What follows belongs to an exercise in optimizing a design on an open flow for small area and a short achievable clock period; a production flow would make more cautious choices. In this exercise RTL edits were held to simulation tests only and were not proved equivalent to the original. The clock cells of runs 2 to 8 come from the design's own scripts or RTL, not from TritonCTS. The clock port is modelled as an ideal driver, which makes a skipped or thinned clock tree look cheaper than it is; a real chip needs a root buffer or a tree. Power is estimated from default activity; no workload was simulated.

==> flow/constraint.sdc <==
create_clock -name core_clock -period 8.0 [get_ports {clk}]
set_input_delay 1.6000 -clock core_clock [delete_from_list [all_inputs] [get_ports {clk}]]
set_output_delay 1.6000 -clock core_clock [all_outputs]
set_load 0.01 [all_outputs]
==> flow/config.mk <==
export PLATFORM = sky130hd
export DESIGN_NAME = AGU_top
export DESIGN_NICKNAME = AGU_top
export VERILOG_FILES = /design/flow/design.v
export SDC_FILE = /design/flow/constraint.sdc
export NUM_CORES = 4
export LEC_CHECK = 0
export ABC_AREA = 1
export CAP_MARGIN = 20
export CORE_MARGIN = 2
export CORE_UTILIZATION = 40
export SETUP_SLACK_MARGIN = 5
export SLEW_MARGIN = 20
==> flow/design.v <==
`timescale 10ns / 1ps
module AGU_top(
    input clk,
    input rst,
    input AGU_enable,
    output logic [$clog2(8192/16)-1:0] MA0_idx,
    output logic [$clog2(8192/16)-1:0] MA1_idx,
    output logic [$clog2(8192/16)-1:0] MA2_idx,
    output logic [$clog2(8192/16)-1:0] MA3_idx,
    output logic [$clog2(8192/16)-1:0] MA4_idx,
    output logic [$clog2(8192/16)-1:0] MA5_idx,
    output logic [$clog2(8192/16)-1:0] MA6_idx,
    output logic [$clog2(8192/16)-1:0] MA7_idx,
    output logic [$clog2(8192/16)-1:0] MA8_idx,
    output logic [$clog2(8192/16)-1:0] MA9_idx,
    output logic [$clog2(8192/16)-1:0] MA10_idx,
    output logic [$clog2(8192/16)-1:0] MA11_idx,
    output logic [$clog2(8192/16)-1:0] MA12_idx,
    output logic [$clog2(8192/16)-1:0] MA13_idx,
    output logic [$clog2(8192/16)-1:0] MA14_idx,
    output logic [$clog2(8192/16)-1:0] MA15_idx,
    output logic [$clog2(16) + 1-1:0] BN0_idx,
    output logic [$clog2(16) + 1-1:0] BN1_idx,
    output logic [$clog2(16) + 1-1:0] BN2_idx,
    output logic [$clog2(16) + 1-1:0] BN3_idx,
    output logic [$clog2(16) + 1-1:0] BN4_idx,
    output logic [$clog2(16) + 1-1:0] BN5_idx,
    output logic [$clog2(16) + 1-1:0] BN6_idx,
    output logic [$clog2(16) + 1-1:0] BN7_idx,
    output logic [$clog2(16) + 1-1:0] BN8_idx,
    output logic [$clog2(16) + 1-1:0] BN9_idx,
    output logic [$clog2(16) + 1-1:0] BN10_idx,
    output logic [$clog2(16) + 1-1:0] BN11_idx,
    output logic [$clog2(16) + 1-1:0] BN12_idx,
    output logic [$clog2(16) + 1-1:0] BN13_idx,
    output logic [$clog2(16) + 1-1:0] BN14_idx,
    output logic [$clog2(16) + 1-1:0] BN15_idx,
    output logic AGU_done_out,
    output logic BN_MA_out_en,
    output logic [2:0] l_AGU_out
);
    logic [4:0] en_d;       
    logic       started;    
    logic       qpend;      
    logic [1:0] L;          
    logic [8:0] C;          
    logic e, first, wrap;
    logic [1:0] L_nxt;
    logic [8:0] C_nxt;
    assign e     = en_d[4];
    assign first = qpend;
    assign wrap  = (&C) | first;
    always_comb begin
        if (!e) begin
            C_nxt = 9'd0;
            L_nxt = L;
        end else if (wrap) begin
            C_nxt = 9'd0;
            L_nxt = (L == 2'd2) ? 2'd0 : L + 2'd1;
        end else begin
            C_nxt = C + 9'd1;
            L_nxt = L;
        end
    end
    always_ff @(posedge clk or posedge rst) begin
        if (rst) begin
            en_d <= 5'd0;
            started <= 1'b0;
            qpend   <= 1'b0;
            L    <= 2'd0;
            C    <= 9'd0;
        end else begin
            en_d <= {en_d[3:0], AGU_enable};
            started <= 1'b1;
            qpend   <= (~started & AGU_enable) | (qpend & ~e);
            L    <= L_nxt;
            C    <= C_nxt;
        end
    end
    logic [2:0] G;
    assign G = {e & (L == 2'd2), e & (L == 2'd1), e & (L == 2'd0)};
    logic [8:0] ma_d0, ma_d1;
    always_comb begin
        for (int k = 5; k < 9; k++) begin
            ma_d0[k] = (G[1] & C[13-k]) | (G[2] & C[9-k]);
            ma_d1[k] = ma_d0[k] | G[0];
        end
        for (int k = 1; k < 5; k++) begin
            ma_d0[k] = (G[0] & C[k+4]) | (G[2] & C[9-k]);
            ma_d1[k] = ma_d0[k] | G[1];
        end
        ma_d0[0] = (G[0] | G[1]) & C[4];
        ma_d1[0] = ma_d0[0] | G[2];
    end
    logic [3:0] S, dS, dS_nxt, dS_odd;
    always_comb begin
        casez (C[7:1])
            7'b??????0: dS_odd = (L == 2'd2) ? 4'd0  : 4'd1;
            7'b?????01: dS_odd = (L == 2'd2) ? 4'd6  : 4'd1;
            7'b????011: dS_odd = (L == 2'd2) ? 4'd10 : 4'd1;
            7'b???0111: dS_odd = (L == 2'd2) ? 4'd4  : 4'd2;
            7'b??01111: dS_odd = (L == 2'd0) ? 4'd2  : 4'd1;
            7'b?011111: dS_odd = (L == 2'd0) ? 4'd2  : 4'd7;
            7'b0111111: dS_odd = (L == 2'd0) ? 4'd2  : 4'd11;
            default:    dS_odd = (L == 2'd0) ? 4'd3  : 4'd5;
        endcase
        dS_nxt = (e && !wrap && !C[0]) ? dS_odd : 4'd1;
    end
    always_ff @(posedge clk or posedge rst) begin
        if (rst) begin
            S  <= 4'd0;
            dS <= 4'd1;
        end else begin
            S  <= (!e || wrap) ? 4'd0 : S + dS;
            dS <= dS_nxt;
        end
    end
    logic eS0, eS0n, eS1, eS1n, eS2, eS2n, eS3, eS3n, x10;
    logic [3:0] cy2;
    logic [7:0] cy3;
    logic [1:0] bn_d0;
    logic [3:0] bn_d1;
    logic [7:0] bn_d2;
    logic [15:0] bn_d3;
    always_comb begin
        eS0 = e & S[0]; eS0n = e & ~S[0];
        eS1 = e & S[1]; eS1n = e & ~S[1];
        eS2 = e & S[2]; eS2n = e & ~S[2];
        eS3 = e & S[3]; eS3n = e & ~S[3];
        bn_d0[0] = eS0;
        bn_d0[1] = eS0n;
        bn_d1[0] = eS1;
        bn_d1[1] = S[0] ? eS1n : eS1;
        bn_d1[2] = eS1n;
        bn_d1[3] = S[0] ? eS1 : eS1n;
        for (int v = 0; v < 4; v++) begin
            cy2[v] = ({1'b0, S[1:0]} + v) >= 3'd4;
            bn_d2[v]     = cy2[v] ? eS2n : eS2;
            bn_d2[v + 4] = cy2[v] ? eS2 : eS2n;
        end
        for (int v = 0; v < 8; v++) begin
            cy3[v] = ({1'b0, S[2:0]} + v) >= 4'd8;
            bn_d3[v]     = cy3[v] ? eS3n : eS3;
            bn_d3[v + 8] = cy3[v] ? eS3 : eS3n;
        end
    end
    logic [1:0]  ma_r0, ma_r1, ma_r2, ma_r3, ma_r4, ma_r5, ma_r6, ma_r7, ma_r8;
    logic [1:0]  bn_r0;
    logic [3:0]  bn_r1;
    logic [7:0]  bn_r2;
    logic [15:0] bn_r3;
    always_ff @(posedge clk or posedge rst) begin
        if (rst) begin
            ma_r0 <= '0; ma_r1 <= '0; ma_r2 <= '0; ma_r3 <= '0; ma_r4 <= '0;
            ma_r5 <= '0; ma_r6 <= '0; ma_r7 <= '0; ma_r8 <= '0;
            bn_r0 <= '0; bn_r1 <= '0; bn_r2 <= '0; bn_r3 <= '0;
            AGU_done_out <= 1'b0;
            BN_MA_out_en <= 1'b0;
            l_AGU_out    <= 3'd0;
        end else begin
            ma_r0 <= {ma_d1[0], ma_d0[0]}; ma_r1 <= {ma_d1[1], ma_d0[1]};
            ma_r2 <= {ma_d1[2], ma_d0[2]}; ma_r3 <= {ma_d1[3], ma_d0[3]};
            ma_r4 <= {ma_d1[4], ma_d0[4]}; ma_r5 <= {ma_d1[5], ma_d0[5]};
            ma_r6 <= {ma_d1[6], ma_d0[6]}; ma_r7 <= {ma_d1[7], ma_d0[7]};
            ma_r8 <= {ma_d1[8], ma_d0[8]};
            bn_r0 <= bn_d0; bn_r1 <= bn_d1; bn_r2 <= bn_d2; bn_r3 <= bn_d3;
            AGU_done_out <= G[2] & (&C);
            BN_MA_out_en <= e;
            l_AGU_out    <= e ? {1'b0, L_nxt} : 3'd0;
        end
    end
    assign MA0_idx = {ma_r8[0], ma_r7[0], ma_r6[0], ma_r5[0], ma_r4[0], ma_r3[0], ma_r2[0], ma_r1[0], ma_r0[0]};
    assign MA1_idx = {ma_r8[0], ma_r7[0], ma_r6[0], ma_r5[1], ma_r4[0], ma_r3[0], ma_r2[0], ma_r1[1], ma_r0[0]};
    assign MA2_idx = {ma_r8[0], ma_r7[0], ma_r6[1], ma_r5[0], ma_r4[0], ma_r3[0], ma_r2[1], ma_r1[0], ma_r0[0]};
    assign MA3_idx = {ma_r8[0], ma_r7[0], ma_r6[1], ma_r5[1], ma_r4[0], ma_r3[0], ma_r2[1], ma_r1[1], ma_r0[0]};
    assign MA4_idx = {ma_r8[0], ma_r7[1], ma_r6[0], ma_r5[0], ma_r4[0], ma_r3[1], ma_r2[0], ma_r1[0], ma_r0[0]};
    assign MA5_idx = {ma_r8[0], ma_r7[1], ma_r6[0], ma_r5[1], ma_r4[0], ma_r3[1], ma_r2[0], ma_r1[1], ma_r0[0]};
    assign MA6_idx = {ma_r8[0], ma_r7[1], ma_r6[1], ma_r5[0], ma_r4[0], ma_r3[1], ma_r2[1], ma_r1[0], ma_r0[0]};
    assign MA7_idx = {ma_r8[0], ma_r7[1], ma_r6[1], ma_r5[1], ma_r4[0], ma_r3[1], ma_r2[1], ma_r1[1], ma_r0[0]};
    assign MA8_idx = {ma_r8[1], ma_r7[0], ma_r6[0], ma_r5[0], ma_r4[1], ma_r3[0], ma_r2[0], ma_r1[0], ma_r0[1]};
    assign MA9_idx = {ma_r8[1], ma_r7[0], ma_r6[0], ma_r5[1], ma_r4[1], ma_r3[0], ma_r2[0], ma_r1[1], ma_r0[1]};
    assign MA10_idx = {ma_r8[1], ma_r7[0], ma_r6[1], ma_r5[0], ma_r4[1], ma_r3[0], ma_r2[1], ma_r1[0], ma_r0[1]};
    assign MA11_idx = {ma_r8[1], ma_r7[0], ma_r6[1], ma_r5[1], ma_r4[1], ma_r3[0], ma_r2[1], ma_r1[1], ma_r0[1]};
    assign MA12_idx = {ma_r8[1], ma_r7[1], ma_r6[0], ma_r5[0], ma_r4[1], ma_r3[1], ma_r2[0], ma_r1[0], ma_r0[1]};
    assign MA13_idx = {ma_r8[1], ma_r7[1], ma_r6[0], ma_r5[1], ma_r4[1], ma_r3[1], ma_r2[0], ma_r1[1], ma_r0[1]};
    assign MA14_idx = {ma_r8[1], ma_r7[1], ma_r6[1], ma_r5[0], ma_r4[1], ma_r3[1], ma_r2[1], ma_r1[0], ma_r0[1]};
    assign MA15_idx = {ma_r8[1], ma_r7[1], ma_r6[1], ma_r5[1], ma_r4[1], ma_r3[1], ma_r2[1], ma_r1[1], ma_r0[1]};
    assign BN0_idx = {1'b0, bn_r3[0], bn_r2[0], bn_r1[0], bn_r0[0]};
    assign BN1_idx = {1'b0, bn_r3[2], bn_r2[2], bn_r1[2], bn_r0[0]};
    assign BN2_idx = {1'b0, bn_r3[4], bn_r2[4], bn_r1[0], bn_r0[0]};
    assign BN3_idx = {1'b0, bn_r3[6], bn_r2[6], bn_r1[2], bn_r0[0]};
    assign BN4_idx = {1'b0, bn_r3[8], bn_r2[0], bn_r1[0], bn_r0[0]};
    assign BN5_idx = {1'b0, bn_r3[10], bn_r2[2], bn_r1[2], bn_r0[0]};
    assign BN6_idx = {1'b0, bn_r3[12], bn_r2[4], bn_r1[0], bn_r0[0]};
    assign BN7_idx = {1'b0, bn_r3[14], bn_r2[6], bn_r1[2], bn_r0[0]};
    assign BN8_idx = {1'b0, bn_r3[1], bn_r2[1], bn_r1[1], bn_r0[1]};
    assign BN9_idx = {1'b0, bn_r3[3], bn_r2[3], bn_r1[3], bn_r0[1]};
    assign BN10_idx = {1'b0, bn_r3[5], bn_r2[5], bn_r1[1], bn_r0[1]};
    assign BN11_idx = {1'b0, bn_r3[7], bn_r2[7], bn_r1[3], bn_r0[1]};
    assign BN12_idx = {1'b0, bn_r3[9], bn_r2[1], bn_r1[1], bn_r0[1]};
    assign BN13_idx = {1'b0, bn_r3[11], bn_r2[3], bn_r1[3], bn_r0[1]};
    assign BN14_idx = {1'b0, bn_r3[13], bn_r2[5], bn_r1[1], bn_r0[1]};
    assign BN15_idx = {1'b0, bn_r3[15], bn_r2[7], bn_r1[3], bn_r0[1]};
endmodule
==> flow/flow/run.sh <==
#!/bin/bash
# Standard ORFS layout, with the smallest buffer (buf_1) on every input and
# output port, clock tree synthesis without dummy loads, and one shared tie
# cell for the constant outputs.
set -euo pipefail
export BUFFER_PORTS_ARGS="-buffer_cell sky130_fd_sc_hd__buf_1"
export CTS_ARGS="-sink_clustering_enable -repair_clock_nets -dont_use_dummy_load"
export SKIP_REPAIR_TIE_FANOUT=1
bash standard.sh > standard_flow.log 2>&1
==> flow/standard.sh <==
#!/bin/bash
# synth_recipe.tcl (not shown) runs the flow's synth.tcl, then flattens the netlist and writes it again
# the make line also repeats each setting of config.mk as NAME=value (left out here)
make -C /OpenROAD-flow-scripts/flow DESIGN_CONFIG=/design/flow/config.mk WORK_HOME=/design/flow/orfs CLKGATE_MAP_FILE= SYNTH_SCRIPT=/design/flow/synth_recipe.tcl "${@:-finish}"
==> results.cfg, run 1 <==
[status]
status = timing/DRC/antenna clean

[hold_path]
hold_class = reg2reg

[sta]
maxSlewViolCount = 0
holdWs_ps = 353
post-route-min-period_ps = 2670
finalClockSkew_ps = 17.5
period_share = 0.334
relSlewSlack = 0.367
hold_viol = 0
finalSetupViolCount = 0
worst_pin_slew_ps = 950
setup_tns_ps = 0
rsz0062_at_grt = false
fmax_mhz = 374

[logic_synthesis]
synth_cell_type_count = 30
synth-edff-count = 0
postSynthAreaPerCell_sq_um = 9.21
async_flop_share = 1.00
synth-seq-area-share = 0.446
syn_nets = 484
ys_ff_latch = 78
syn_area_sq_um = 4380
netlist.area_leader.share = 0.440
synth_commonest_cells = buf_4 (177), dfrtp_1 (77), nand2_1 (55)
syn_inst = 475
synth.area.top_cells = dfrtp_1 (44%), buf_4 (30%), nand2_1 (4.7%), inv_1 (3.3%), nor2_1 (3.2%)
yosys.area.top_type = dfrtp_1
yosysWarnings = 1
ys.flop_type = dfrtp_1
synth_most_common_cell = buf_4

[power]
irDropWorstVdd_mv = 0.0843
power_density_nw_per_um2 = 209
p_leak_nw = 1.88
power_mw = 0.861

[cts]
postCtsSetupBuffers = 0
cts_resized = 0
insertion_delay_ps = 350
root_buffer = clkbuf_8
cts.sinks = 78
cts_buffer_depth = 2
clk_pin_slew_ps = 70
h-tree-depth = 3
cts_tree = done
cts_inserted_buffers = 9
cts_hold_buf = 0

[setup_path]
cp_max_fo = 8
critPathCaptureType = primary output
crit_buf_inv = 1
slowest_delay_ps = 520
arrival_ps = 1070
critPathKind = reg2out
start_kind = flip-flop
crit_chain = buf_1
crit_required_ps = 6400
crit_family = flip-flops
cp_slowest_cell = dfrtp_1

[floorplan]
ioPinCount = 232
core_area_sq_um = 10700
fp.dieH_um = 109
num_rows = 38
dieArea_sq_um = 11800
initial_core_util = 0.407
die_w_um = 109

[place]
port_buffers = 214
hpwlAfterDp_um = 5940
postPlaceCellArea_sq_um = 4000
gp_congestion = 0.854

[layout]
multi_input_area_sq_um = 896
finish.utilization = 0.384
layout.nets = 528
fin_area_sq_um = 4120
area_growth_pct = -5.75
drive_gt1_frac = 0.0619
seqCellArea_sq_um = 1950
num_antenna_cells = 0
fill_cells = 1078

[global_routing]
grt_pass1_vias = 2175
antenna_found_initial = 0
grt_usage = 0.128
grt_start_max_net_pins = 79
grt_pass1_wl_um = 11200
grt-ovfl-total = 0

[route]
drt_iter0_markers = 176
vias_per_cell = 4.21
drc = 0
vias = 2769
drtPass1Iterations = 5
routedWlPerCell_um = 11.9
ant_nets = 0
routed_wl_um = 7820

[job]
max_cap_violations = 0
## kinds of logic after synthesis
logic type	count (synthesis)	synth area share
compound gates	45	0.0669
other cells	2	0.00172
simple gates	115	0.109
flops	78	0.446
fa+ha+maj	6	0.0189
xor+xnor	4	0.00801
buf+inv	225	0.349
## final timing paths
path	startpoint	to	slack [ps]	cells past startpoint
max	ma_r5[0]$_DFF_PP0_	MA6_idx[5]	5330	1
min	en_d[2]$_DFF_PP0_	en_d[3]$_DFF_PP0_	350	0
max reg2reg	en_d[4]$_DFF_PP0_	bn_r3[9]$_DFF_PP0_	5880	4
min reg2reg	en_d[2]$_DFF_PP0_	en_d[3]$_DFF_PP0_	350	0
max in group asynchronous	rst	L[1]$_DFF_PP0_	5820	3
min in group asynchronous	rst	bn_r2[3]$_DFF_PP0_	1540	3
## placed cells by master, fill, tap and decap left out
master / Yosys / routed
buf_1: 1 / 214
buf_4: 177 / 1
o22ai_1: 3 / 3
a22oi_1: 1 / 1
o211ai_1: 1 / 1
o21ai_1: 3 / 3
nand2_1: 55 / 55
clkbuf_8: 0 / 9
nor2_2: 4 / 4
conb_1: 2 / 2
dfstp_2: 1 / 1
xor2_1: 2 / 2
nor2_4: 1 / 1
o22ai_2: 6 / 6
nand2_2: 5 / 5
fa_1: 1 / 1
nand3_1: 7 / 7
nor2_1: 37 / 37
inv_2: 4 / 4
ha_1: 5 / 5
nor3_1: 6 / 6
inv_1: 39 / 38
o221ai_1: 1 / 1
o21bai_1: 3 / 3
o21ai_0: 17 / 17
dfrtp_1: 77 / 77
a21oi_1: 9 / 9
o31ai_1: 1 / 1
clkinvlp_4: 0 / 1
xnor2_1: 2 / 2
## flip-flops by register name, summed over array words and instances, names as in the netlist, 4 cells and up
register	count
C	9
dS	4
bn_r3	16
bn_r2	8
S	4
en_d	5
bn_r1	4
## layer usage
| metal | global-route usage | wire (um) | vias to the layer above |
|---|---|---|---|
| met4 | 0.0742 | 169 | 0 |
| met2 | 0.196 | 3830 | 109 |
| met3 | 0.0247 | 434 | 11 |
| li1 | - | - | 1369 |
| met5 | 0 | 0 | - |
| met1 | 0.170 | 3380 | 1280 |
## per-stage QoR
step / cells / setup WS [ps]
after floorplan: 475 / 5520
after global placement: 648 / 5420
after detailed placement: 648 / 5390
after CTS: 657 / 5290
after global routing: 657 / 5250
final: 657 / 5330
## cell type report
| class | instances | share of cell area |
|---|---|---|
| tap | 140 | 0.0425 |
| multi-input combinational | 172 | 0.217 |
| sequential | 78 | 0.474 |
| timing repair buffer | 215 | 0.197 |
| inverter | 43 | 0.0400 |
| clock buffer | 9 | 0.0300 |
## report_power, final
group	internal [mW]	total (mW)	switching, mW
clock network	0.100	0.221	0.121
registers	0.421	0.453	0.0324
logic	0.0551	0.187	0.132
==> run 2: changes to the inputs <==
==> flow/flow/run.sh (replaced) <==
#!/bin/bash
# Standard ORFS layout, with: the smallest buffer (buf_1) on every input and
# output port; one shared tie cell for the constant outputs; and the clock
# distributed by four quadrant buffers (flow/pre_cts.tcl) instead of an H-tree.
set -euo pipefail
export BUFFER_PORTS_ARGS="-buffer_cell sky130_fd_sc_hd__buf_1"
export SKIP_REPAIR_TIE_FANOUT=1
export PRE_CTS_TCL="$(pwd)/flow/pre_cts.tcl"
export ROOT_CLKBUF=${ROOT_CLKBUF:-sky130_fd_sc_hd__clkbuf_16}
bash standard.sh > standard_flow.log 2>&1
==> flow/flow/pre_cts.tcl (new file) <==
# Clock distribution: the design has under 100 flip-flops on a small die, so
# the clock port drives four buffers (one per quadrant of the flip-flops,
# each at its group's centroid) and each buffer drives its group's clock
# pins directly, instead of TritonCTS's two-level H-tree. The clock port
# feeds only these four buffers. clock_tree_synthesis is then a no-op here.
set cell $::env(ROOT_CLKBUF)
set block [ord::get_db_block]
set clknet [$block findNet clk]
set master [[ord::get_db] findMaster $cell]
set sinks {}
set sx 0
set sy 0
foreach it [$clknet getITerms] {
  set loc [[$it getInst] getLocation]
  lappend sinks [list $it [lindex $loc 0] [lindex $loc 1]]
  set sx [expr {$sx + [lindex $loc 0]}]
  set sy [expr {$sy + [lindex $loc 1]}]
}
set n [llength $sinks]
set cx [expr {$sx / $n}]
set cy [expr {$sy / $n}]
puts "pre_cts: $n clock sinks, centroid $cx $cy"
for {set q 0} {$q < 4} {incr q} { set grp($q) {} }
foreach s $sinks {
  lassign $s it x y
  set q [expr {($x >= $cx ? 1 : 0) + ($y >= $cy ? 2 : 0)}]
  lappend grp($q) $s
}
for {set q 0} {$q < 4} {incr q} {
  set m [llength $grp($q)]
  if {$m == 0} continue
  set gx 0
  set gy 0
  foreach s $grp($q) {
    lassign $s it x y
    set gx [expr {$gx + $x}]
    set gy [expr {$gy + $y}]
  }
  set buf [odb::dbInst_create $block $master clkbuf_q$q]
  set net [odb::dbNet_create $block clknet_q$q]
  $net setSigType CLOCK
  foreach s $grp($q) {
    set it [lindex $s 0]
    $it disconnect
    $it connect $net
  }
  [$buf findITerm A] connect $clknet
  [$buf findITerm X] connect $net
  $buf setLocation [expr {$gx / $m}] [expr {$gy / $m}]
  $buf setPlacementStatus PLACED
  puts "pre_cts: quadrant $q: $m sinks"
}
rename clock_tree_synthesis orig_clock_tree_synthesis
proc clock_tree_synthesis {args} { puts "clock_tree_synthesis skipped (quadrant buffers inserted)" }
--- a/flow/config.mk
+++ b/flow/config.mk
@@ -7,3 +7,2 @@
 export LEC_CHECK = 0
-export ABC_AREA = 1
 export CAP_MARGIN = 20
==> results.cfg, run 2 <==
[logic_synthesis]
postSynthAreaPerCell_sq_um = 9.95
synth-edff-count = 0
synth_cell_type_count = 44
synth-seq-area-share = 0.440
ys.flop_type = dfrtp_1
synth.area.top_cells = dfrtp_1 (43%), buf_4 (30%), nor2_1 (3.3%), and2_1 (2.5%), xor2_1 (1.8%)
synth_commonest_cells = buf_4 (177), dfrtp_1 (77), nor2_1 (39)
synth_most_common_cell = buf_4
async_flop_share = 1.00
ys_ff_latch = 78
syn_inst = 446
yosysWarnings = 1
yosys.area.top_type = dfrtp_1
netlist.area_leader.share = 0.434
syn_nets = 455
syn_area_sq_um = 4440

[power]
power_density_nw_per_um2 = 234
p_leak_nw = 1.75
power_mw = 0.965
irDropWorstVdd_mv = 0.116

[status]
status = timing/DRC/antenna clean

[layout]
regMostFlops = bn_r3
layout.nets = 479
top_regs = bn_r3 (16), C (9), bn_r2 (8)
drive_gt1_frac = 0.0278
largest_reg_flops = 16
finish.utilization = 0.380
num_antenna_cells = 0
area_growth_pct = -7.22
mostFrequentLayoutCells = buf_1 (214), dfrtp_1 (77), nor2_1 (39)
final_common_cell = buf_1
fin_cells = 608

[route]
vias = 2660
vias_per_cell = 4.38
drt_iter0_markers = 247
routedWlPerCell_um = 13.1
routed_wl_um = 7990
drc = 0
ant_nets = 0
drtPass1Iterations = 4

[global_routing]
grt-ovfl-total = 0
antenna_found_initial = 0
grtUsageMet3 = 0.00771
busiest_layer = met2
grt_usage = 0.119
grt_pass1_wl_um = 11600
grt_start_max_net_pins = 79
met2_usage = 0.206
grt_use_met1 = 0.170
grt_pass1_vias = 2198

[sta]
post-route-min-period_ps = 2490
relSlewSlack = 0.319
worst_pin_slew_ps = 1020
period_share = 0.311
setup_tns_ps = 0
fin_ws_ps = 5510
finalClockSkew_ps = 12.0
hold_viol = 0
rsz0062_at_grt = false
maxSlewViolCount = 0
fmax_mhz = 402
finalSetupViolCount = 0

[setup_path]
cp_max_fo = 8
r2r-start = C[1]$_DFF_PP0_
crit_path_start = ma_r3[1]$_DFF_PP0_
crit_family = flip-flops
slowest_delay_ps = 550
critPathCaptureType = primary output
crit_required_ps = 6400
crit_buf_inv = 1
r2r_slack_ps = 5670
cp_slowest_cell = dfrtp_1
r2r_cells = 7
crit_chain = buf_1
start_kind = flip-flop
arrival_ps = 890
rr_endpoint = S[3]$_DFF_PP0_
critPathKind = reg2out

[cts]
insertion_delay_ps = 150
clk_pin_slew_ps = 80
postCtsSetupBuffers = 0
cts_resized = 0
cts_hold_buf = 0

[floorplan]
num_rows = 38
ioPinCount = 232
die_w_um = 109
core_area_sq_um = 10800
fp.dieH_um = 109
dieArea_sq_um = 11900
initial_core_util = 0.409

[place]
pre_cts_ws_ps = 5390
dpl.cell_count = 604
gp_congestion = 0.729
port_buffers = 214
hpwlAfterDp_um = 5650

[job]
max_cap_violations = 0

[hold_path]
whs_endpoint = en_d[1]$_DFF_PP0_
hold_class = reg2reg
min_from = en_d[0]$_DFF_PP0_
hold_depth = 0
## run 2: layout make-up
| cell class | count | area, sq um |
|---|---|---|
| Sequential cell | 78 | 1950 |
| Buffer | 4 | 100 |
| Inverter | 4 | 18.8 |
| Fill cell | 1094 | 6730 |
| Multi-Input combinational cell | 167 | 1060 |
| Timing Repair Buffer | 215 | 811 |
| Tap cell | 140 | 175 |
## run 2: through the flow
stage | hold slack (ps) | instance area [sq um]
2_1_floorplan | 331 | 4440
3_3_place_gp | 335 | 4020
3_5_place_dp | 335 | 4020
4_1_cts | 335 | 4120
5_1_grt | 375 | 4120
6_report | 354 | 4120
## run 2: layer usage
layer,wire (um),up-vias
li1,-,1286
met1,3450,1274
met2,4100,93
met3,356,7
met4,82,0
met5,0,-
## run 2: worst register-to-register path, cell delays in order, from the launching register on
cell,delay [ps]
dfrtp_1,460
ha_1,250
nand3_1,180
nor3_1,80
ha_1,280
or3b_1,550
a2111o_1,380
o21ai_1,80
## run 2: cell families after synthesis
kind of cell               after synthesis  share of synthesized area
xor gates and xnor gates                15                     0.0296
muxes                                    8                     0.0192
and+or+nand+nor                         95                      0.110
DFF                                     78                      0.440
AOI/OAI and AO/OA                       41                     0.0590
other                                    2                    0.00169
buffers and inverters                  201                      0.321
adders and majority gates                6                     0.0186
## run 2: worst max path at each step
stage / slack, ps / end / depth (start not counted)
after floorplan: 5520 / AGU_done_out$_DFF_PP0_ / 1
after global placement: 5420 / ma_r0[0]$_DFF_PP0_ / 3
after detailed placement: 5390 / ma_r0[0]$_DFF_PP0_ / 3
after CTS: 5390 / ma_r2[0]$_DFF_PP0_ / 3
after global routing: 5400 / ma_r4[0]$_DFF_PP0_ / 3
final: 5510 / MA6_idx[3] / 1
## run 2: report_power, final
part | switching, mW | total, mW | internal [mW]
registers | 0.0702 | 0.500 | 0.430
logic | 0.178 | 0.280 | 0.102
clock network | 0.0936 | 0.184 | 0.0906
==> run 3: changes to the inputs <==
--- a/flow/config.mk
+++ b/flow/config.mk
@@ -7,2 +7,3 @@
 export LEC_CHECK = 0
+export ABC_AREA = 1
 export CAP_MARGIN = 20
==> results.cfg, run 3 <==
[setup_path]
start_kind = flip-flop
cp.depth = 1
crit_buf_inv = 1
cp_slowest_cell = dfrtp_1
r2r_cells = 4
critPathKind = reg2out
slowest_delay_ps = 530
r2r_slack_ps = 5860
cp_max_fo = 8
crit_required_ps = 6400
crit_family = flip-flops
arrival_ps = 890
crit_chain = buf_1
critPathCaptureType = primary output

[logic_synthesis]
netlist.area_leader.share = 0.440
synth-edff-count = 0
async_flop_share = 1.00
synth_commonest_cells = buf_4 (177), dfrtp_1 (77), nand2_1 (55)
ys.flop_type = dfrtp_1
ys_ff_latch = 78
yosysWarnings = 1
synth.area.top_cells = dfrtp_1 (44%), buf_4 (30%), nand2_1 (4.7%), inv_1 (3.3%), nor2_1 (3.2%)
synth-seq-area-share = 0.446
yosys.area.top_type = dfrtp_1
syn_area_sq_um = 4380
syn_inst = 475
syn_nets = 484
synth_most_common_cell = buf_4
synth_cell_type_count = 30
postSynthAreaPerCell_sq_um = 9.21

[power]
irDropWorstVdd_mv = 0.0916
p_leak_nw = 1.87
power_density_nw_per_um2 = 201

[sta]
relSlewSlack = 0.369
finalClockSkew_ps = 24.4
rsz0062_at_grt = false
holdWs_ps = 357
fmax_mhz = 402
worst_pin_slew_ps = 946
fin_ws_ps = 5510
hold_viol = 0
finalSetupViolCount = 0
post-route-min-period_ps = 2490
setup_tns_ps = 0
period_share = 0.311
maxSlewViolCount = 0

[cts]
cts_resized = 0
cts_hold_buf = 0
postCtsSetupBuffers = 0
insertion_delay_ps = 150
clk_pin_slew_ps = 90

[layout]
layout.nets = 523
final_common_cell = buf_1
area_growth_pct = -6.29
regMostFlops = bn_r3
top_regs = bn_r3 (16), C (9), bn_r2 (8)
mostFrequentLayoutCells = buf_1 (214), dfrtp_1 (77), nand2_1 (55)
num_antenna_cells = 0
largest_reg_flops = 16
fin_cells = 652
finish.utilization = 0.382
drive_gt1_frac = 0.0527

[route]
vias_per_cell = 4.22
vias = 2752
drtPass1Iterations = 4
drt_iter0_markers = 155
routedWlPerCell_um = 11.9
routed_wl_um = 7750
drc = 0
ant_nets = 0

[floorplan]
dieArea_sq_um = 11800
ioPinCount = 232
num_rows = 38
die_w_um = 109
core_area_sq_um = 10700
fp.dieH_um = 109
initial_core_util = 0.407

[global_routing]
grt_pass1_wl_um = 11000
grt_usage = 0.116
grt-ovfl-total = 0
grt_pass1_vias = 2133
antenna_found_initial = 0
grt_start_max_net_pins = 79

[hold_path]
hold_class = reg2reg
hold_depth = 0

[place]
gp_congestion = 0.854
port_buffers = 214
hpwlAfterDp_um = 5940
dpl.cell_count = 648
pre_cts_ws_ps = 5390

[job]
max_cap_violations = 0

[status]
status = timing/DRC/antenna clean
[run 3: cell types whose count changed in the layout (fill, tap and decap cells not counted), moves of 5 or more]
cell and change:
inv_1 +35, nand2_1 +48, o22ai_2 +6, nand2_2 +5, and2_1 -18, xor2_1 -7
[run 3: layer usage]
metal | routed length [um] | global-route usage
met5 | 0 | 0
met4 | 81 | 0.0110
met3 | 489 | 0.00904
met2 | 3860 | 0.198
met1 | 3310 | 0.167
[run 3: worst paths after layout]
| check | end | startpoint |
|---|---|---|
| setup reg to reg | bn_r3[9]$_DFF_PP0_ | en_d[4]$_DFF_PP0_ |
| max in group asynchronous | ma_r7[1]$_DFF_PP0_ | rst |
| min in group asynchronous | bn_r2[7]$_DFF_PP0_ | rst |
| hold / removal | en_d[4]$_DFF_PP0_ | en_d[3]$_DFF_PP0_ |
| setup / recovery | MA6_idx[5] | ma_r5[0]$_DFF_PP0_ |
| hold reg to reg | en_d[4]$_DFF_PP0_ | en_d[3]$_DFF_PP0_ |
[run 3: final cells by class]
| class | instances | area [sq um] |
|---|---|---|
| plain buffers | 4 | 100 |
| well taps | 140 | 175 |
| flip-flops and latches | 78 | 1950 |
| inverters | 43 | 165 |
| fillers | 1076 | 6650 |
| multi-input cells | 172 | 896 |
| repair buffers | 215 | 811 |
[run 3: where the power goes]
part / leakage, nW / internal [mW] / switching [mW]
Combinational: 0.799 / 0.0551 / 0.132
Clock: 0.0493 / 0.0906 / 0.0929
Sequential: 1.02 / 0.420 / 0.0324
[run 3: cells by family (layout without fill, tap and decap cells)]
kind of cell,after synthesis,count (layout),synth area share
AND/OR/NAND/NOR,115,115,0.109
flip-flops,78,78,0.446
adder cells (fa/ha/maj),6,6,0.0189
XOR/XNOR,4,4,0.00801
AO/OA/AOI/OAI,45,45,0.0669
other,2,2,0.00172
buffers and inverters,225,262,0.349
[run 3: metrics by stage]
step / total power, mW / cell area, sq um
after global placement: 0.652 / 4000
after detailed placement: 0.651 / 4000
after CTS: 0.800 / 4100
after floorplan: 0.674 / 4380
final: 0.823 / 4100
after global routing: 0.879 / 4100
==> run 4: changes to the inputs <==
--- a/flow/flow/run.sh
+++ b/flow/flow/run.sh
@@ -9,2 +9,3 @@
 export ROOT_CLKBUF=${ROOT_CLKBUF:-sky130_fd_sc_hd__clkbuf_16}
+export SETUP_SLACK_MARGIN=5.5
 bash standard.sh > standard_flow.log 2>&1
--- a/flow/config.mk
+++ b/flow/config.mk
@@ -11,3 +11,2 @@
 export CORE_UTILIZATION = 40
-export SETUP_SLACK_MARGIN = 5
 export SLEW_MARGIN = 20
==> results.cfg, run 4 <==
[status]
status = timing/DRC/antenna clean

[layout]
finish.utilization = 0.382
area_growth_pct = -6.12
num_antenna_cells = 0
fin_area_sq_um = 4110
largest_reg_flops = 16
mostFrequentLayoutCells = buf_1 (214), dfrtp_1 (74), nand2_1 (55)
layout.nets = 523
regMostFlops = bn_r3
drive_gt1_frac = 0.0586
fin_cells = 652
final_common_cell = buf_1
top_regs = bn_r3 (16), C (9), bn_r2 (8)

[route]
drt_iter0_markers = 155
vias_per_cell = 4.22
routed_wl_um = 7750
drc = 0
drtPass1Iterations = 4
routedWlPerCell_um = 11.9
vias = 2749
ant_nets = 0

[global_routing]
grt_pass1_vias = 2133
grt_pass1_wl_um = 11000
grt_start_max_net_pins = 79
grt-ovfl-total = 0
antenna_found_initial = 0
grt_usage = 0.116

[sta]
relSlewSlack = 0.534
fmax_mhz = 413
setup_tns_ps = 0
maxSlewViolCount = 0
worst_pin_slew_ps = 697
post-route-min-period_ps = 2420
period_share = 0.303
rsz0062_at_grt = false
fin_ws_ps = 5580
finalClockSkew_ps = 24.4
holdWs_ps = 357
hold_viol = 0
finalSetupViolCount = 0

[place]
pre_cts_ws_ps = 5390
dpl.cell_count = 648
hpwlAfterDp_um = 5940
gp_congestion = 0.854
postPlaceCellArea_sq_um = 4000
port_buffers = 214

[setup_path]
crit_buf_inv = 1
crit_end = MA4_idx[0]
cp.depth = 1
r2r-start = en_d[4]$_DFF_PP0_
crit_required_ps = 6400
slowest_delay_ps = 480
crit_chain = buf_1
r2r_slack_ps = 5860
r2r_cells = 4
arrival_ps = 820
critPathKind = reg2out
cp_max_fo = 8
crit_family = flip-flops
start_kind = flip-flop
rr_endpoint = bn_r3[9]$_DFF_PP0_
crit_path_start = ma_r0[0]$_DFF_PP0_
cp_slowest_cell = dfrtp_1
critPathCaptureType = primary output

[power]
p_leak_nw = 1.87
intPower_mw = 0.566
power_mw = 0.824
p_sw_mw = 0.258
combPwrFrac = 0.228
p_sw_frac = 0.313
irDropWorstVdd_mv = 0.0916
seqPwrFrac = 0.550
power.share.clock = 0.223
power_density_nw_per_um2 = 201

[logic_synthesis]
synth.area.top_cells = dfrtp_1 (44%), buf_4 (30%), nand2_1 (4.7%), inv_1 (3.3%), nor2_1 (3.2%)
synth_cell_type_count = 30
syn_nets = 484
ys.flop_type = dfrtp_1
async_flop_share = 1.00
postSynthAreaPerCell_sq_um = 9.21
synth_commonest_cells = buf_4 (177), dfrtp_1 (77), nand2_1 (55)
syn_area_sq_um = 4380
yosys.area.top_type = dfrtp_1
yosysWarnings = 1
syn_inst = 475
ys_ff_latch = 78
synth-edff-count = 0
synth_most_common_cell = buf_4
synth-seq-area-share = 0.446
netlist.area_leader.share = 0.440

[hold_path]
hold_depth = 0
hold_class = reg2reg

[floorplan]
num_rows = 38
ioPinCount = 232
initial_core_util = 0.407
core_area_sq_um = 10700
fp.dieH_um = 109
dieArea_sq_um = 11800
die_w_um = 109

[cts]
insertion_delay_ps = 150
cts_hold_buf = 0
clk_pin_slew_ps = 90

[job]
max_cap_violations = 0
[run 4: cell counts after synthesis]
Identical to the previous run, type by type.
[run 4: power groups by stage]
stage               clock network [mW]  registers [mW]  logic, mW
floorplan                            0           0.464      0.210
global placement                     0           0.460      0.192
detailed placement                   0           0.462      0.190
CTS                              0.148           0.462      0.190
global route                     0.205           0.460      0.215
finish                           0.183           0.453      0.188
[run 4: metal layers]
layer  up-vias  global-route usage  routed length, um
li1       1358                   -                  -
met1      1272               0.167               3310
met2       114               0.198               3870
met3         5             0.00904                492
met4         0              0.0110                 81
met5         -                   0                  0
[run 4: area by class of cell]
cell class | instances | area, sq um
multi-input cells | 172 | 896
inverters | 43 | 165
well taps | 140 | 175
fillers | 1073 | 6640
flip-flops and latches | 78 | 1960
repair buffers | 215 | 815
plain buffers | 4 | 100
[run 4: cells by family after synthesis]
kind of cell             synth area share
XOR/XNOR                          0.00801
other                             0.00172
buffers and inverters               0.349
AND/OR/NAND/NOR                     0.109
flip-flops                          0.446
AO/OA/AOI/OAI                      0.0669
adder cells (fa/ha/maj)            0.0189
[run 4: how the worst min path moves through the flow]
stage / start / end / slack [ps]
global route: en_d[0]$_DFF_PP0_ / en_d[1]$_DFF_PP0_ / 370
finish: en_d[3]$_DFF_PP0_ / en_d[4]$_DFF_PP0_ / 360
CTS: en_d[3]$_DFF_PP0_ / en_d[4]$_DFF_PP0_ / 340
detailed placement: en_d[3]$_DFF_PP0_ / en_d[4]$_DFF_PP0_ / 340
global placement: en_d[3]$_DFF_PP0_ / en_d[4]$_DFF_PP0_ / 340
floorplan: en_d[0]$_DFF_PP0_ / en_d[1]$_DFF_PP0_ / 330
[run 4: timing repair]
item,in CTS,in global routing
resized for setup,1,3
buffers inserted,0,0
setup endpoints to repair,77,24
hold endpoints to repair,0,0
==> run 5: changes to the inputs <==
--- a/flow/flow/run.sh
+++ b/flow/flow/run.sh
@@ -9,3 +9,3 @@
 export ROOT_CLKBUF=${ROOT_CLKBUF:-sky130_fd_sc_hd__clkbuf_16}
-export SETUP_SLACK_MARGIN=5.5
+export SETUP_SLACK_MARGIN=5.65
 bash standard.sh > standard_flow.log 2>&1
==> results.cfg, run 5 <==
[setup_path]
r2r_cells = 4
cp_max_fo = 8
critPathCaptureType = primary output
crit_chain = buf_2
slowest_delay_ps = 490
crit_family = flip-flops
arrival_ps = 810
critPathKind = reg2out
crit_required_ps = 6400
r2r-start = en_d[4]$_DFF_PP0_
cp_slowest_cell = dfrtp_2
start_kind = flip-flop
r2r_slack_ps = 5830
crit_buf_inv = 1
rr_endpoint = bn_r3[9]$_DFF_PP0_
crit_path_start = ma_r7[0]$_DFF_PP0_

[place]
gp_congestion = 0.854
port_buffers = 214
hpwlAfterDp_um = 5940
postPlaceCellArea_sq_um = 4000
dpl.cell_count = 648

[logic_synthesis]
synth_cell_type_count = 30
netlist.area_leader.share = 0.440
synth-seq-area-share = 0.446
synth_most_common_cell = buf_4
synth.area.top_cells = dfrtp_1 (44%), buf_4 (30%), nand2_1 (4.7%), inv_1 (3.3%), nor2_1 (3.2%)
yosysWarnings = 1
syn_nets = 484
syn_inst = 475
synth_commonest_cells = buf_4 (177), dfrtp_1 (77), nand2_1 (55)
ys.flop_type = dfrtp_1
async_flop_share = 1.00
yosys.area.top_type = dfrtp_1
ys_ff_latch = 78
postSynthAreaPerCell_sq_um = 9.21
synth-edff-count = 0
syn_area_sq_um = 4380

[layout]
seqCellArea_sq_um = 1980
finish.utilization = 0.450
fill_cells = 1000
area_growth_pct = 10.5
fin_cells = 652
top_regs = bn_r3 (16), C (9), bn_r2 (8)
multi_input_area_sq_um = 896
layout.nets = 523
regMostFlops = bn_r3
largest_reg_flops = 16
fin_area_sq_um = 4830
num_antenna_cells = 0
mostFrequentLayoutCells = buf_6 (79), clkbuf_2 (75), dfrtp_1 (57)
final_common_cell = buf_6
drive_gt1_frac = 0.430

[floorplan]
dieArea_sq_um = 11800
num_rows = 38
fp.dieH_um = 109
die_w_um = 109
core_area_sq_um = 10700
initial_core_util = 0.407
ioPinCount = 232

[sta]
fmax_mhz = 415
setup_tns_ps = 0
period_share = 0.301
post-route-min-period_ps = 2410
worst_pin_slew_ps = 738
finalClockSkew_ps = 24.2
rsz0062_at_grt = true
finalSetupViolCount = 0
relSlewSlack = 0.506
hold_viol = 0
maxSlewViolCount = 0

[route]
drtPass1Iterations = 5
ant_nets = 0
vias = 2819
drt_iter0_markers = 163
routedWlPerCell_um = 13.5
vias_per_cell = 4.32
routed_wl_um = 8770
drc = 0

[global_routing]
grt_start_max_net_pins = 79
grt_pass1_wl_um = 11000
grt_pass1_vias = 2133
grt_usage = 0.116
antenna_found_initial = 0
grt-ovfl-total = 0

[hold_path]
min_from = en_d[3]$_DFF_PP0_
hold_class = reg2reg
whs_endpoint = en_d[4]$_DFF_PP0_
hold_depth = 0

[cts]
insertion_delay_ps = 150
postCtsSetupBuffers = 0
clk_pin_slew_ps = 90

[power]
irDropWorstVdd_mv = 0.0920
p_leak_nw = 2.56
power_mw = 0.900
power_density_nw_per_um2 = 186

[status]
status = timing/DRC/antenna clean

[job]
max_cap_violations = 0
-- run 5: changes by cell type in the layout (fill, tap and decap cells not counted), sizes merged --
cell / delta
clkbuf: +75
buf: -75
-- run 5: how the worst max path moves through the flow --
stage / endpoint / cells after the start
floorplan: AGU_done_out$_DFF_PP0_ / 1
global placement: ma_r6[0]$_DFF_PP0_ / 3
detailed placement: ma_r6[1]$_DFF_PP0_ / 3
CTS: MA14_idx[0] / 1
global route: MA15_idx[8] / 1
finish: MA1_idx[7] / 1
-- run 5: through the flow --
step	setup WS, ps	hold WS (ps)
2_1_floorplan	5520	331
3_3_place_gp	5420	336
3_5_place_dp	5390	338
4_1_cts	5660	338
5_1_grt	5550	373
6_report	5590	357
-- run 5: routing by layer --
layer  up-vias  track usage  wire length (um)
li1       1359            -                 -
met1      1345        0.167              3500
met2       110        0.198              4660
met3         5      0.00904               530
met4         0       0.0110                81
met5         -            0                 0
-- run 5: what timing repair did --
action,in CTS,in global routing
hold endpoints to repair,0,0
resized for setup,1,369
setup endpoints to repair,78,175
hold buffers,0,0
-- run 5: layout make-up --
cell class                 count  area share
timing repair buffer         215       0.314
buffer                         4      0.0207
tap                          140      0.0362
multi-input combinational    172       0.185
sequential                    78       0.409
inverter                      43      0.0342
-- run 5: power by group --
| group | internal, mW | switching, mW | total [mW] |
|---|---|---|---|
| clock network | 0.0906 | 0.0933 | 0.184 |
| registers | 0.422 | 0.0417 | 0.464 |
| logic | 0.116 | 0.137 | 0.252 |
-- run 5: cells by family (layout without fill, tap and decap cells) --
group	count (synthesis)	count (layout)	synth area share
buffers and inverters	225	262	0.349
adders and majority gates	6	6	0.0189
other	2	2	0.00172
DFF	78	78	0.446
xor gates and xnor gates	4	4	0.00801
and+or+nand+nor	115	115	0.109
AOI/OAI and AO/OA	45	45	0.0669
==> run 6: changes to the inputs <==
--- a/flow/flow/run.sh
+++ b/flow/flow/run.sh
@@ -9,3 +9,4 @@
 export ROOT_CLKBUF=${ROOT_CLKBUF:-sky130_fd_sc_hd__clkbuf_16}
-export SETUP_SLACK_MARGIN=5.65
+export SETUP_SLACK_MARGIN=5.5
+export FF_UPSIZE=sky130_fd_sc_hd__dfrtp_2 FF_UPSIZE_MIN_FANOUT=4
 bash standard.sh > standard_flow.log 2>&1
--- a/flow/flow/pre_cts.tcl
+++ b/flow/flow/pre_cts.tcl
@@ -54 +54,20 @@
 proc clock_tree_synthesis {args} { puts "clock_tree_synthesis skipped (quadrant buffers inserted)" }
+
+# Flip-flops whose output drives several output-port buffers get a stronger
+# drive (same function, dfrtp_1 -> FF_UPSIZE), so the clock-to-output paths
+# are not slowed by the shared load.
+if {[info exists ::env(FF_UPSIZE)] && $::env(FF_UPSIZE) ne ""} {
+  set big [[ord::get_db] findMaster $::env(FF_UPSIZE)]
+  set nup 0
+  foreach inst [$block getInsts] {
+    if {[[$inst getMaster] getName] ne "sky130_fd_sc_hd__dfrtp_1"} continue
+    set q [$inst findITerm Q]
+    set net [$q getNet]
+    if {$net eq "NULL"} continue
+    if {[llength [$net getITerms]] - 1 >= $::env(FF_UPSIZE_MIN_FANOUT)} {
+      $inst swapMaster $big
+      incr nup
+    }
+  }
+  puts "pre_cts: $nup flip-flops upsized to $::env(FF_UPSIZE)"
+}
==> results.cfg, run 6 <==
[route]
ant_nets = 0
drc = 0
vias = 2744
routed_wl_um = 7750
vias_per_cell = 4.21
routedWlPerCell_um = 11.9
drtPass1Iterations = 4
drt_iter0_markers = 149

[layout]
layout.nets = 523
top_regs = bn_r3 (16), C (9), bn_r2 (8)
final_common_cell = buf_1
regMostFlops = bn_r3
largest_reg_flops = 16
fin_cells = 652
drive_gt1_frac = 0.119
fill_cells = 1063
mostFrequentLayoutCells = buf_1 (214), nand2_1 (55), dfrtp_1 (43)
finish.utilization = 0.386
num_antenna_cells = 0
area_growth_pct = -5.23

[setup_path]
cp_slowest_cell = dfrtp_2
start_kind = flip-flop
arrival_ps = 810
critPathCaptureType = primary output
crit_required_ps = 6400
crit_buf_inv = 1
cp_max_fo = 8
critPathKind = reg2out
slowest_delay_ps = 470
crit_family = flip-flops
crit_chain = buf_1

[job]
max_cap_violations = 0

[power]
power_mw = 0.826
p_leak_nw = 1.82
power_density_nw_per_um2 = 199
irDropWorstVdd_mv = 0.0916

[logic_synthesis]
syn_area_sq_um = 4380
synth_cell_type_count = 30
syn_nets = 484
postSynthAreaPerCell_sq_um = 9.21
yosysWarnings = 1
synth_most_common_cell = buf_4
synth_commonest_cells = buf_4 (177), dfrtp_1 (77), nand2_1 (55)
yosys.area.top_type = dfrtp_1
ys_ff_latch = 78
ys.flop_type = dfrtp_1
synth-edff-count = 0
netlist.area_leader.share = 0.440
synth-seq-area-share = 0.446
syn_inst = 475
async_flop_share = 1.00
synth.area.top_cells = dfrtp_1 (44%), buf_4 (30%), nand2_1 (4.7%), inv_1 (3.3%), nor2_1 (3.2%)

[place]
hpwlAfterDp_um = 5940
dpl.cell_count = 648
gp_congestion = 0.854
port_buffers = 214

[sta]
rsz0062_at_grt = false
holdWs_ps = 357
worst_pin_slew_ps = 696
maxSlewViolCount = 0
hold_viol = 0
setup_tns_ps = 0
post-route-min-period_ps = 2410
finalSetupViolCount = 0
finalClockSkew_ps = 24.7
period_share = 0.301
relSlewSlack = 0.534
fmax_mhz = 415

[hold_path]
hold_class = reg2reg

[global_routing]
grt_usage = 0.116
grt_pass1_wl_um = 11000
antenna_found_initial = 0
grt_pass1_vias = 2133
grt_start_max_net_pins = 79
grt-ovfl-total = 0

[cts]
clk_pin_slew_ps = 90
insertion_delay_ps = 150

[status]
status = timing/DRC/antenna clean

[floorplan]
ioPinCount = 232
die_w_um = 109
core_area_sq_um = 10700
dieArea_sq_um = 11800
num_rows = 38
fp.dieH_um = 109
initial_core_util = 0.407
[run 6: cell counts after synthesis]
Identical to the previous run, type by type.
[run 6: where the power goes]
part	internal, mW	leakage [nW]	switching, mW	total [mW]
clock network	0.0905	0.0493	0.0920	0.183
registers	0.423	0.970	0.0324	0.455
logic	0.0555	0.800	0.132	0.188
[run 6: through the flow]
stage               area (sq um)  setup WS [ps]
global route                4150           5520
detailed placement          4000           5390
global placement            4000           5420
CTS                         4150           5630
floorplan                   4380           5520
finish                      4150           5590
[run 6: area by class of cell]
class / instances / area [sq um] / area share
Sequential cell: 78 / 2000 / 0.481
Multi-Input combinational cell: 172 / 896 / 0.216
Timing Repair Buffer: 215 / 815 / 0.196
Tap cell: 140 / 175 / 0.0422
Inverter: 43 / 165 / 0.0398
Buffer: 4 / 100 / 0.0241
[run 6: logic make-up (layout without fill, tap and decap cells)]
| kind of cell | Yosys count | after routing | synth area share |
|---|---|---|---|
| adders and majority gates | 6 | 6 | 0.0189 |
| and+or+nand+nor | 115 | 115 | 0.109 |
| other | 2 | 2 | 0.00172 |
| DFF | 78 | 78 | 0.446 |
| AOI/OAI and AO/OA | 45 | 45 | 0.0669 |
| xor gates and xnor gates | 4 | 4 | 0.00801 |
| buffers and inverters | 225 | 262 | 0.349 |
[run 6: final timing paths]
| check | startpoint | end | slack (ps) | cells after the start |
|---|---|---|---|---|
| min in group asynchronous | rst | bn_r2[7]$_DFF_PP0_ | 1640 | 3 |
| worst min register to register | en_d[3]$_DFF_PP0_ | en_d[4]$_DFF_PP0_ | 360 | 0 |
| max in group asynchronous | rst | ma_r6[0]$_DFF_PP0_ | 5830 | 3 |
| worst max register to register | C[1]$_DFF_PP0_ | C[5]$_DFF_PP0_ | 5970 | 11 |
| worst min-delay path | en_d[3]$_DFF_PP0_ | en_d[4]$_DFF_PP0_ | 360 | 0 |
| worst max-delay path | ma_r5[0]$_DFF_PP0_ | MA6_idx[5] | 5590 | 1 |
[run 6: layer usage]
| metal | GRT usage | wire (um) | part of all wire | vias to the layer above |
|---|---|---|---|---|
| li1 | - | - | - | 1360 |
| met1 | 0.168 | 3350 | 0.43 | 1273 |
| met2 | 0.197 | 3850 | 0.50 | 106 |
| met3 | 0.00904 | 464 | 0.060 | 5 |
| met4 | 0.0110 | 81 | 0.010 | 0 |
| met5 | 0 | 0 | 0 | - |
[run 6: timing repair]
action,in CTS,in global routing
hold buffers,0,0
resized for setup,1,0
setup buffers,0,0
endpoints found under the setup margin,77,0
==> run 7: changes to the inputs <==
--- a/flow/flow/run.sh
+++ b/flow/flow/run.sh
@@ -10,3 +10,3 @@
 export SETUP_SLACK_MARGIN=5.5
-export FF_UPSIZE=sky130_fd_sc_hd__dfrtp_2 FF_UPSIZE_MIN_FANOUT=4
+export FF_UPSIZE=sky130_fd_sc_hd__dfrtp_4 FF_UPSIZE_MIN_FANOUT=4
 bash standard.sh > standard_flow.log 2>&1
==> results.cfg, run 7 <==
[logic_synthesis]
ys_ff_latch = 78
syn_inst = 475
synth_commonest_cells = buf_4 (177), dfrtp_1 (77), nand2_1 (55)
syn_nets = 484
syn_area_sq_um = 4380
synth.area.top_cells = dfrtp_1 (44%), buf_4 (30%), nand2_1 (4.7%), inv_1 (3.3%), nor2_1 (3.2%)
async_flop_share = 1.00
synth_cell_type_count = 30
synth-seq-area-share = 0.446
ys.flop_type = dfrtp_1
synth-edff-count = 0
postSynthAreaPerCell_sq_um = 9.21
netlist.area_leader.share = 0.440
synth_most_common_cell = buf_4
yosysWarnings = 1
yosys.area.top_type = dfrtp_1

[layout]
regMostFlops = bn_r3
area_growth_pct = -3.29
mostFrequentLayoutCells = buf_1 (214), nand2_1 (55), dfrtp_1 (43)
seqCellArea_sq_um = 2080
final_common_cell = buf_1
largest_reg_flops = 16
fin_area_sq_um = 4230
drive_gt1_frac = 0.119
fill_cells = 1065
num_antenna_cells = 0
top_regs = bn_r3 (16), C (9), bn_r2 (8)
multi_input_area_sq_um = 896
layout.nets = 523

[floorplan]
fp.dieH_um = 109
core_area_sq_um = 10700
initial_core_util = 0.407
die_w_um = 109
ioPinCount = 232
num_rows = 38
dieArea_sq_um = 11800

[route]
wl_met2_um = 3870
met1_length_um = 3300
drt_iter0_markers = 167
met3WireLength_um = 473
routedWlPerCell_um = 11.8
drtPass1Iterations = 4
vias_per_cell = 4.20
ant_nets = 0
vias = 2741
drc = 0
highest_layer = met4
routed_wl_um = 7730

[setup_path]
start_kind = flip-flop
arrival_ps = 840
cp_slowest_cell = dfrtp_4
slowest_delay_ps = 540
critPathCaptureType = primary output
crit_required_ps = 6400
crit_chain = buf_1
crit_family = flip-flops
critPathKind = reg2out
crit_buf_inv = 1
r2r_slack_ps = 5910
cp_max_fo = 8

[sta]
maxSlewViolCount = 0
rsz0062_at_grt = false
finalClockSkew_ps = 24.8
fmax_mhz = 410
relSlewSlack = 0.534
holdWs_ps = 357
finalSetupViolCount = 0
hold_viol = 0
post-route-min-period_ps = 2440
period_share = 0.305
worst_pin_slew_ps = 696
setup_tns_ps = 0

[status]
status = timing/DRC/antenna clean

[cts]
cts_hold_buf = 0
insertion_delay_ps = 150
clk_pin_slew_ps = 90

[place]
port_buffers = 214
hpwlAfterDp_um = 5940
gp_congestion = 0.854
postPlaceCellArea_sq_um = 4000

[job]
max_cap_violations = 0

[power]
irDropWorstVdd_mv = 0.0918
power_density_nw_per_um2 = 197
p_leak_nw = 1.81
power_mw = 0.834

[global_routing]
grt_start_max_net_pins = 79
grt_usage = 0.116
antenna_found_initial = 0
grt-ovfl-total = 0
grt_pass1_vias = 2124
grt_pass1_wl_um = 11100

[hold_path]
hold_class = reg2reg
==> run 7: path summary, 6_finish.rpt <==
check	to	depth (start not counted)	startpoint
worst max register to register	C[5]$_DFF_PP0_	11	C[1]$_DFF_PP0_
max in group asynchronous	ma_r8[0]$_DFF_PP0_	3	rst
worst min register to register	en_d[4]$_DFF_PP0_	0	en_d[3]$_DFF_PP0_
min in group asynchronous	bn_r2[7]$_DFF_PP0_	3	rst
worst min-delay path	en_d[4]$_DFF_PP0_	0	en_d[3]$_DFF_PP0_
worst max-delay path	MA6_idx[5]	1	ma_r5[0]$_DFF_PP0_
==> run 7: layout make-up <==
cell class	instances	share of cell area
well taps	140	0.0414
repair buffers	215	0.192
inverters	43	0.0390
multi-input cells	172	0.212
plain buffers	4	0.0237
flip-flops and latches	78	0.492
==> run 7: per-layer routing <==
metal	track usage	vias to the layer above
li1	-	1359
met1	0.170	1271
met3	0.00904	5
met5	0	-
met4	0.0110	0
met2	0.196	106
==> run 7: power by group <==
part | total [mW] | internal (mW) | switching (mW)
Sequential | 0.462 | 0.430 | 0.0324
Clock | 0.185 | 0.0906 | 0.0940
Combinational | 0.188 | 0.0557 | 0.132
Total | 0.834 | 0.576 | 0.258
==> run 7: worst register-to-register path: cells and delay by family (launching register included) <==
family,cells,cell delay [ps]
buffers and inverters,3,370
adder cells (fa/ha/maj),2,400
AND/OR/NAND/NOR,6,770
flip-flops,1,490
==> run 7: logic make-up after synthesis <==
logic type,share of synthesized area
buf+inv,0.349
simple gates,0.109
flops,0.446
compound gates,0.0669
fa+ha+maj,0.0189
xor+xnor,0.00801
other cells,0.00172
==> run 7: through the flow <==
| step | std cells | util | setup slack, ps |
|---|---|---|---|
| 6_report | 652 | 0.394 | 5560 |
| 5_1_grt | 652 | 0.394 | 5520 |
| 4_1_cts | 652 | 0.394 | 5600 |
| 3_5_place_dp | 648 | 0.372 | 5390 |
| 3_3_place_gp | 648 | 0.372 | 5420 |
| 2_1_floorplan | 475 | - | 5520 |
==> run 7: what timing repair did <==
item / 4_1_cts / 5_1_grt
setup buffers: 0 / 0
setup endpoints to repair: 77 / 0
resized for setup: 1 / 0
==> run 8: changes to the inputs <==
--- a/flow/flow/run.sh
+++ b/flow/flow/run.sh
@@ -10,3 +10,2 @@
 export SETUP_SLACK_MARGIN=5.5
-export FF_UPSIZE=sky130_fd_sc_hd__dfrtp_4 FF_UPSIZE_MIN_FANOUT=4
 bash standard.sh > standard_flow.log 2>&1
--- a/flow/config.mk
+++ b/flow/config.mk
@@ -10,3 +10,3 @@
 export CORE_MARGIN = 2
-export CORE_UTILIZATION = 40
+export CORE_UTILIZATION = 60
 export SLEW_MARGIN = 20
==> results.cfg, run 8 <==
[status]
status = timing/DRC/antenna clean

[route]
drt_iter0_markers = 124
drtPass1Iterations = 4
vias_per_cell = 4.50
ant_nets = 0
routedWlPerCell_um = 13.0
routed_wl_um = 7970
drc = 0
vias = 2750

[layout]
final_common_cell = buf_1
layout.nets = 523
fill_cells = 655
regMostFlops = bn_r3
mostFrequentLayoutCells = buf_1 (214), dfrtp_1 (70), nand2_1 (55)
top_regs = bn_r3 (16), C (9), bn_r2 (8)
finish.utilization = 0.569
multi_input_area_sq_um = 896
largest_reg_flops = 16
seqCellArea_sq_um = 1960
num_antenna_cells = 0
drive_gt1_frac = 0.0664
fin_cells = 611
fin_area_sq_um = 4060
area_growth_pct = -7.18

[power]
p_leak_nw = 1.86
power_density_nw_per_um2 = 205
irDropWorstVdd_mv = 0.170

[logic_synthesis]
ys.flop_type = dfrtp_1
netlist.area_leader.share = 0.440
synth-seq-area-share = 0.446
synth.area.top_cells = dfrtp_1 (44%), buf_4 (30%), nand2_1 (4.7%), inv_1 (3.3%), nor2_1 (3.2%)
async_flop_share = 1.00
synth_top_family_by_area = buffers and inverters
synth-simple-area-share = 0.109
synth_xor_area_frac = 0.00801
synth_cell_type_count = 30
synth_compound_area_frac = 0.0669
synth_most_common_cell = buf_4
syn_nets = 484
synth_mux_area_frac = 0
ys_ff_latch = 78
yosys.area.top_type = dfrtp_1
yosysWarnings = 1
syn_area_sq_um = 4380
synth-edff-count = 0
synth_commonest_cells = buf_4 (177), dfrtp_1 (77), nand2_1 (55)
synth_adder_area_share = 0.0189
postSynthAreaPerCell_sq_um = 9.21
syn_inst = 475

[hold_path]
whs_endpoint = en_d[2]$_DFF_PP0_
min_from = en_d[1]$_DFF_PP0_
hold_depth = 0
hold_class = reg2reg

[setup_path]
critPathCaptureType = primary output
rr_endpoint = dS[3]$_DFF_PP0_
r2r_cells = 13
slowest_delay_ps = 490
start_kind = flip-flop
r2r_slack_ps = 5920
crit_required_ps = 6400
r2r-start = C[1]$_DFF_PP0_
crit_buf_inv = 1
crit_chain = buf_1
cp_slowest_cell = dfrtp_1
arrival_ps = 830
critPathKind = reg2out
cp_max_fo = 8
crit_family = flip-flops

[place]
gp_congestion = 0.917
port_buffers = 214
dpl.cell_count = 607
hpwlAfterDp_um = 6090
pre_cts_ws_ps = 5400
postPlaceCellArea_sq_um = 3950

[sta]
finalSetupViolCount = 0
worst_pin_slew_ps = 691
hold_viol = 0
relSlewSlack = 0.538
post-route-min-period_ps = 2430
setup_tns_ps = 0
fmax_mhz = 411
fin_ws_ps = 5570
finalClockSkew_ps = 18.2
maxSlewViolCount = 0
rsz0062_at_grt = false
period_share = 0.304

[floorplan]
fp.dieH_um = 89.4
core_area_sq_um = 7140
ioPinCount = 232
dieArea_sq_um = 7990
initial_core_util = 0.613
num_rows = 31
die_w_um = 89.4

[job]
max_cap_violations = 0

[global_routing]
grt_usage = 0.186
grt-ovfl-total = 0
antenna_found_initial = 0
grt_pass1_vias = 2140
grt_pass1_wl_um = 11500
grt_start_max_net_pins = 79

[cts]
cts_hold_buf = 0
insertion_delay_ps = 150
clk_pin_slew_ps = 80
[run 8: cell count changes in the layout (fill, tap and decap cells not counted)]
cell and change:
dfrtp_2 +7, dfrtp_1 +27, dfrtp_4 -34
[run 8: layout make-up]
cell class	count	share of cell area
timing repair buffer	215	0.201
tap	99	0.0305
multi-input combinational	172	0.221
buffer	4	0.0246
sequential	78	0.483
inverter	43	0.0407
[run 8: where the power goes]
part	switching, mW	leakage, nW	internal, mW	total [mW]
sequential	0.0359	1.01	0.421	0.457
clock	0.0947	0.0493	0.0906	0.185
combinational	0.134	0.800	0.0553	0.189
[run 8: how the worst max path moves through the flow]
stage	start	end	slack, ps	depth (start not counted)
floorplan	rst	AGU_done_out$_DFF_PP0_	5520	1
global placement	rst	ma_r6[0]$_DFF_PP0_	5410	3
detailed placement	rst	ma_r6[0]$_DFF_PP0_	5400	3
CTS	ma_r0[1]$_DFF_PP0_	MA9_idx[0]	5670	1
global route	ma_r0[1]$_DFF_PP0_	MA9_idx[0]	5510	1
finish	ma_r0[0]$_DFF_PP0_	MA4_idx[0]	5570	1
[run 8: routing by layer]
| layer | part of all wire | up-vias | global-route usage |
|---|---|---|---|
| met2 | 0.45 | 101 | 0.275 |
| li1 | - | 1360 | - |
| met5 | 0 | - | 0 |
| met3 | 0.052 | 6 | 0.00831 |
| met1 | 0.48 | 1283 | 0.312 |
| met4 | 0.013 | 0 | 0.0231 |
[run 8: kinds of logic (layout without fill, tap and decap cells)]
logic type / after synthesis / after routing
compound gates: 45 / 45
xor+xnor: 4 / 4
fa+ha+maj: 6 / 6
buf+inv: 225 / 262
flops: 78 / 78
other cells: 2 / 2
simple gates: 115 / 115
[run 8: timing repair]
| action | 4_1_cts | 5_1_grt |
|---|---|---|
| resized for setup | 1 | 7 |
| buffers inserted | 0 | 0 |
| endpoints found under the setup margin | 77 | 39 |
[run 8: through the flow]
stage / power [mW] / hold WS [ps]
2_1_floorplan: 0.674 / 331
3_3_place_gp: 0.654 / 331
3_5_place_dp: 0.655 / 339
4_1_cts: 0.804 / 339
5_1_grt: 0.886 / 354
6_report: 0.832 / 341

[separate check: timing with driven ports]
No port has a modelled driver above. Below, the same layouts with a new extraction and two added sets of constraints.
Step 1: set_driving_cell puts a clkbuf_16 on clk and a buf_2 on each other input, an assumption about the parent block.
Step 2 also shifts input and output timing later by t, the mid clock arrival at the registers, as if the neighbouring blocks saw the same clock.
a / b / c = ideal / step 1 / step 2; a / b = the first two.
run | t (ns) | setup WS [ns] | hold WS [ns] | worst data-port slew with drivers (ns) | cell pins on the clock port's net
run 1 | 0.374 | 5.327 / 5.295 / 5.453 | 0.353 / 0.353 / 0.353 | 0.03 | 1
run 2 | 0.221 | 5.512 / 5.435 / 5.452 | 0.354 / 0.354 / 0.354 | 0.03 | 4
run 3 | 0.216 | 5.510 / 5.432 / 5.461 | 0.357 / 0.357 / 0.357 | 0.03 | 4
run 4 | 0.216 | 5.579 / 5.501 / 5.709 | 0.357 / 0.357 / 0.357 | 0.03 | 4
run 5 | 0.216 | 5.592 / 5.515 / 5.664 | 0.357 / 0.357 / 0.357 | 0.03 | 4
run 6 | 0.215 | 5.592 / 5.515 / 5.671 | 0.357 / 0.357 / 0.357 | 0.03 | 4
run 7 | 0.215 | 5.559 / 5.481 / 5.647 | 0.357 / 0.357 / 0.357 | 0.03 | 4
run 8 | 0.218 | 5.568 / 5.489 / 5.697 | 0.341 / 0.341 / 0.341 | 0.03 | 4
After both steps setup and hold are still met in every run listed. For run 2, which loses most, drivers alone change the setup slack by -0.077 ns; drivers and shift together by -0.060 ns. Setup slack includes reset recovery checks.
